Context: an optimization exercise on an open-source flow, tuned for small area, a short achievable clock period and few clock cycles per item. The choices shown serve that exercise and are no tape-out recipe. Where RTL was checked, it was by simulation tests only, not by an equivalence proof against the original. Power figures rest on the tool's default switching activity, not on a simulated workload.

==> flow/design.v (excerpt) <==
module magma_enc(
    input  clk,
    input  rst,
    input  start,
    input  [255:0] key,
    input  [63:0] block_in,
    output ready,
    output reg valid,
    output [31:0] data,
    output [31:0] data_out
);
Size in the first run: roughly 390 I/O pins, ~0.018 sq mm of cells after synthesis.
==> flow/config.mk <==
export PLATFORM = sky130hd
export DESIGN_NAME = magma_enc
export DESIGN_NICKNAME = magma_enc
export VERILOG_FILES = /design/flow/design.v
export SDC_FILE = /design/flow/constraint.sdc
export NUM_CORES = 4
export LEC_CHECK = 0
export CAP_MARGIN = 20
export CORE_MARGIN = 2
export CORE_UTILIZATION = 40
export PLACE_DENSITY = 0.6
export SETUP_SLACK_MARGIN = 3.0
export SLEW_MARGIN = 20
==> flow/constraint.sdc <==
create_clock -name core_clock -period 6.0 [get_ports {clk}]
set_input_delay 1.2000 -clock core_clock [delete_from_list [all_inputs] [get_ports {clk}]]
set_output_delay 1.2000 -clock core_clock [all_outputs]
set_load 0.01 [all_outputs]
standard.sh (not shown) runs the stock make flow with config.mk's settings and CLKGATE_MAP_FILE= SYNTH_SCRIPT=/design/flow/synth_recipe.tcl, a recipe that flattens the netlist after the stock synthesis.
==> flow/flow/run.sh <==
#!/bin/bash
cp standard.sh standard_sh.txt
export BUFFER_PORTS_ARGS="-buffer_cell sky130_fd_sc_hd__buf_1"
bash standard.sh > standard.log 2>&1
Next try:
SETUP_SLACK_MARGIN = 2.0   (was 3.0)
What happened:
- The new run produced a clean layout
- worst setup slack degrades by 670 ps
- core utilization drops by 1.7 points
- routed wire length drops by 0.73%
- synthesized area is unchanged
No run of this note included a check of the RTL's function; only the layout flow was run.

========
magma_enc, a different RTL version from the one above (not shown whole).
For scale: roughly 1600 cells after synthesis, ~360 flip-flops, ~390 I/O pins, roughly 17000 um2 of cells after synthesis.
==> flow/config.mk <==
export PLATFORM = sky130hd
export DESIGN_NAME = magma_enc
export DESIGN_NICKNAME = magma_enc
export VERILOG_FILES = /design/flow/design.v
export SDC_FILE = /design/flow/constraint.sdc
export NUM_CORES = 4
export LEC_CHECK = 0
export CAP_MARGIN = 20
export CORE_MARGIN = 2
export CORE_UTILIZATION = 55
export CTS_CLUSTER_DIAMETER = 110
export CTS_CLUSTER_SIZE = 28
export PLACE_DENSITY = 0.65
export SETUP_SLACK_MARGIN = 3.2
export SLEW_MARGIN = 20
==> flow/constraint.sdc <==
create_clock -name core_clock -period 6.0 [get_ports {clk}]
set_input_delay 1.2000 -clock core_clock [delete_from_list [all_inputs] [get_ports {clk}]]
set_output_delay 1.2000 -clock core_clock [all_outputs]
set_load 0.01 [all_outputs]
Scripts as last shown in full above: flow/flow/run.sh
Testbench counts at the start, summed over its fixed seeds: cycles 25,344, items 768.
Change:
Settings changed: ABC_AREA set to 1, CTS_CLUSTER_DIAMETER 110 to 100, CTS_CLUSTER_SIZE 28 to 24, PLACE_DENSITY 0.65 to 0.75, SETUP_SLACK_MARGIN 3.2 to 3.65.
What happened: The new run produced a clean layout. Wire length came out higher by 30%. First-iteration DRC count came out higher by 84%. Clock-buffer cell count came out lower by 1. Combinational power came out lower by 15%. Maximum frequency came out higher by 25%. Clock skew barely changes. Sequential power stays flat.
Change:
Settings changed: ABC_AREA 1 to not set, CTS_CLUSTER_DIAMETER 100 to 110, CTS_CLUSTER_SIZE 24 to 28, PLACE_DENSITY 0.75 to 0.7, SETUP_SLACK_MARGIN 3.65 to 3.2.
The changed run passed the timing, DRC and antenna checks.
Utilization is higher by 0.90 points.
Setup slack is worse by 0.47 ns.
Hold slack is better by 0.030 ns.
Area after synthesis is lower by a little under a tenth.
Count of clock-buffer cells in the layout is lower by 1.
Sequential power stays flat.
Final cell count is lower by a quarter to a third.
Power is higher by a little under a tenth.
Register-to-register slack is worse by 0.52 ns.
Clock skew is lower by 0.012 ns.
Design area is lower by a few percent.
Change:
Settings changed: CORE_UTILIZATION 55 to 60, CTS_CLUSTER_DIAMETER 110 to 100, CTS_CLUSTER_SIZE 28 to 24, PLACE_DENSITY 0.7 to 0.75.
Outcome: Global-route usage rises by 3.3 points. Via count rises slightly. Non-clock buffer count rises by 7. Wire length rises by a few percent. Sequential power barely changes.

========
## oak
magma_enc, a different RTL version from the one above (not shown whole).
For scale: about 1700 cells after synthesis, ~360 flip-flops, ~0.018 mm2 of cells after synthesis.
==> flow/config.mk <==
export PLATFORM = sky130hd
export DESIGN_NAME = magma_enc
export DESIGN_NICKNAME = magma_enc
export VERILOG_FILES = /design/flow/design.v
export SDC_FILE = /design/flow/constraint.sdc
export NUM_CORES = 4
export LEC_CHECK = 0
export CAP_MARGIN = 20
export CORE_MARGIN = 2
export CORE_UTILIZATION = 55
export CTS_CLUSTER_DIAMETER = 100
export CTS_CLUSTER_SIZE = 24
export PLACE_DENSITY = 0.7
export SETUP_SLACK_MARGIN = 3.8
export SLEW_MARGIN = 20
==> flow/constraint.sdc <==
create_clock -name core_clock -period 6.0 [get_ports {clk}]
set_input_delay 1.2000 -clock core_clock [delete_from_list [all_inputs] [get_ports {clk}]]
set_output_delay 1.2000 -clock core_clock [all_outputs]
set_load 0.01 [all_outputs]
Scripts as last shown in full above: flow/flow/run.sh
Testbench counts of oak, summed over its fixed seeds: cycles 25,344, items 768.
The following lists how pine was set up differently from oak:
-- flow/config.mk --
<<< oak, line 13
export PLACE_DENSITY = 0.7
export SETUP_SLACK_MARGIN = 3.8
export SLEW_MARGIN = 20
>>> pine, line 13
export PLACE_DENSITY = 0.7
export SETUP_SLACK_MARGIN = 3.2
export SLEW_MARGIN = 20
--- outcome ---
- Part of the power in combinational logic (higher): oak
- Between pine and oak, the worst hold-check slack figures differ only marginally.
- Summary — largest voltage drop on the vdd net, pine relative to oak: lower, by 0.000055 V.
The inputs of birch differ from those of pine as listed below.
-- flow/config.mk --
<<< pine, line 13
export PLACE_DENSITY = 0.7
export SETUP_SLACK_MARGIN = 3.2
export SLEW_MARGIN = 20
>>> birch, line 13
export PLACE_DENSITY = 0.7
export SETUP_SLACK_MARGIN = 3.35
export SLEW_MARGIN = 20
Compare pine and birch | clock period minus worst slack higher: pine. pine has higher initial antenna violation count than birch. Summary of birch over pine: total length of routed met2 wires now sits higher, part of the power in the clock network now sits lower, number of clock buffers in the layout now sits lower, fraction of final layout cells with drive strength greater than 1 now sits higher. Relative to pine, sequential share of cell area has gone down in birch.
The inputs of maple differ from those of birch as listed below.
-- flow/config.mk --
<<< birch, line 13
export PLACE_DENSITY = 0.7
export SETUP_SLACK_MARGIN = 3.35
export SLEW_MARGIN = 20
>>> maple, line 13
export PLACE_DENSITY = 0.7
export SETUP_SLACK_MARGIN = 2.9
export SLEW_MARGIN = 20
--- outcome ---
maple was carried through to the last stage, and its layout satisfied the timing, DRC and antenna checks. Total power consumption of the routed design: maple vs birch down about 11%. In maple, the half-perimeter wire length after detailed placement came out 680 um above the value in birch. NOTE total routed wirelength birch->maple decreased by a few percent. On maple: sequential power is about 2% lower than what birch gave. Against birch as the reference, maple delivers a lower final cell count without fillers. maple ends up with lower slack of the worst reg-to-reg path than birch does. The combinational fraction of design power in maple sits 4.3 points below the value recorded for birch. birch → maple: power density over cell area shrank by about 5.6%, global-route usage shrank by 0.99 points, fraction of area in multi-input gates shrank by 0.45 points. met2 global-route usage on maple is down relative to birch.

========
## main
magma_enc, a different RTL version from the one above (not shown whole).
For scale: about 1,700 cells after synthesis, about 360 flip-flops, ~390 I/O pins, ~0.018 mm2 of cells after synthesis.
==> flow/config.mk <==
export PLATFORM = sky130hd
export DESIGN_NAME = magma_enc
export DESIGN_NICKNAME = magma_enc
export VERILOG_FILES = /design/flow/design.v
export SDC_FILE = /design/flow/constraint.sdc
export NUM_CORES = 4
export LEC_CHECK = 0
export CAP_MARGIN = 20
export CORE_MARGIN = 2
export CORE_UTILIZATION = 40
export CTS_CLUSTER_DIAMETER = 150
export CTS_CLUSTER_SIZE = 30
export PLACE_DENSITY = 0.6
export SETUP_SLACK_MARGIN = 3.5
export SLEW_MARGIN = 20
==> flow/constraint.sdc <==
create_clock -name core_clock -period 6.0 [get_ports {clk}]
set_input_delay 1.2000 -clock core_clock [delete_from_list [all_inputs] [get_ports {clk}]]
set_output_delay 1.2000 -clock core_clock [all_outputs]
set_load 0.01 [all_outputs]
Scripts as last shown in full above: flow/flow/run.sh
Testbench counts of main, summed over its fixed seeds: cycles 25,344, items 768.
Relative to main, the following input files were edited for the feature branch:
Settings: removing CTS_CLUSTER_SIZE (formerly 30); changing SETUP_SLACK_MARGIN from 3.5 to 4.0; removing CTS_CLUSTER_DIAMETER (formerly 150).
### Flow results
Per the comparison of the feature branch with main, hold slack did not really move, clock share of power now larger, total area of multi-input combinational cells now larger.
Library cell contributing the largest single delay on the critical path = fa_2: the feature branch; library cell contributing the largest single delay on the critical path = dfxtp_2: main
The feature branch: clock edge transition at the registers on the reported setup and hold paths lower than main
main → the feature branch: clock group total power rose about 100%, critical path buffer and inverter count about even, number of buffers other than clock buffers in the final layout rose 12%, via count rose about 2.6%, combinational power share fell 3.5 points.

========
Setup of job 102:
magma_enc, a different RTL version from the one above (not shown whole).
For scale: ~1600 cells after synthesis, roughly 360 flip-flops, ~390 I/O pins, about 17000 sq um of cells after synthesis.
Settings: LEC_CHECK=0, ABC_CLOCK_PERIOD_IN_PS=1500, CAP_MARGIN=20, CORE_MARGIN=2, CORE_UTILIZATION=40, PLACE_DENSITY=0.6, SLEW_MARGIN=20; clock period 6.0 ns.
run.sh (not shown) runs the stock make flow with config.mk's settings and CLKGATE_MAP_FILE= SYNTH_SCRIPT=/design/flow/synth_recipe.tcl, a recipe that flattens the netlist after the stock synthesis.
Stock flow here: none of the scripts above is used.
Job 102 | status: complete | timing, DRC, antenna: pass
#### Input delta (job 103 over job 102)
-- flow/config.mk --
<<< job 102, line 7
export LEC_CHECK = 0
export ABC_CLOCK_PERIOD_IN_PS = 1500
export CAP_MARGIN = 20
>>> job 103, line 7
export LEC_CHECK = 0
export CAP_MARGIN = 20
### Flow results
Job 103 went all the way through synthesis, placement and routing and the layout is clean on timing, DRC and antenna. Looking at job 103 and job 102, the relative contribution of sequential cells to total power is a wash. From job 102 to job 103 the numbers moved as follows: total power neither gained nor lost much; fill cell instance count of the final layout saw little to no change; multi-input logic portion of the cell area essentially unchanged; multi-input logic cell count held steady; aggregate global routing overflow was more or less identical. Job 102 -> job 103: total net switching power delta 0, exact match. Diff job 102..job 103 | combinational power share | negligible. Per the comparison of job 103 with job 102, clock network fraction of total power barely changed, average wire per cell in the routed design barely changed.
Function was not checked in any run of this note: the RTL went through the layout flow alone.

[separate check: timing with driven ports]
How much do the figures lean on ideal ports? The routed layouts below were timed once more, with nothing changed but the port constraints.
Step 1 assumes that a clkbuf_16 drives the clock port and a buf_2 every other input.
Step 2 times the ports against the registers' clock, not the clock port: input delays grow and output delays shrink by t, the midpoint of the rising clock arrivals with the driver on.
Three values: ideal ports, drivers, drivers and shift; two values: the first two.
run | shift t [ns] | setup WS [ns] | worst setup path at the end | clock arrival spread, ns | cell pins on the clock port's net
the first run of note 1 | 0.615 | 3.064 / 3.064 / 3.064 | register to register | 0.016 / 0.016 | 1
the second run of note 1 | 0.603 | 2.390 / 2.390 / 2.390 | register to register | 0.020 / 0.020 | 1
the first run of note 2 | 0.564 | 3.074 / 3.074 / 3.074 | register to register | 0.019 / 0.019 | 1
the second run of note 2 | 0.570 | 3.659 / 3.606 / 3.714 | register to register | 0.019 / 0.019 | 1
the third run of note 2 | 0.564 | 3.190 / 3.138 / 3.195 | register to register | 0.012 / 0.011 | 1
the fourth run of note 2 | 0.564 | 3.149 / 3.149 / 3.149 | register to register | 0.029 / 0.028 | 1
oak | 0.583 | 3.266 / 3.266 / 3.266 | register to register | 0.024 / 0.023 | 1
pine | 0.583 | 3.273 / 3.273 / 3.273 | register to register | 0.018 / 0.018 | 1
birch | 0.583 | 3.326 / 3.326 / 3.326 | register to register | 0.020 / 0.019 | 1
maple | 0.581 | 3.053 / 3.000 / 3.053 | register to register | 0.019 / 0.020 | 1
main | 0.589 | 3.293 / 3.293 / 3.293 | register to register | 0.033 / 0.033 | 1
the feature branch | 0.613 | 3.252 / 3.252 / 3.252 | register to register | 0.019 / 0.019 | 1
job 102 | 0.611 | 1.999 / 1.999 / 1.999 | register to register | 0.013 / 0.013 | 1
job 103 | 0.611 | 1.999 / 1.999 / 1.999 | register to register | 0.013 / 0.013 | 1
After both steps every run listed still meets setup and hold.
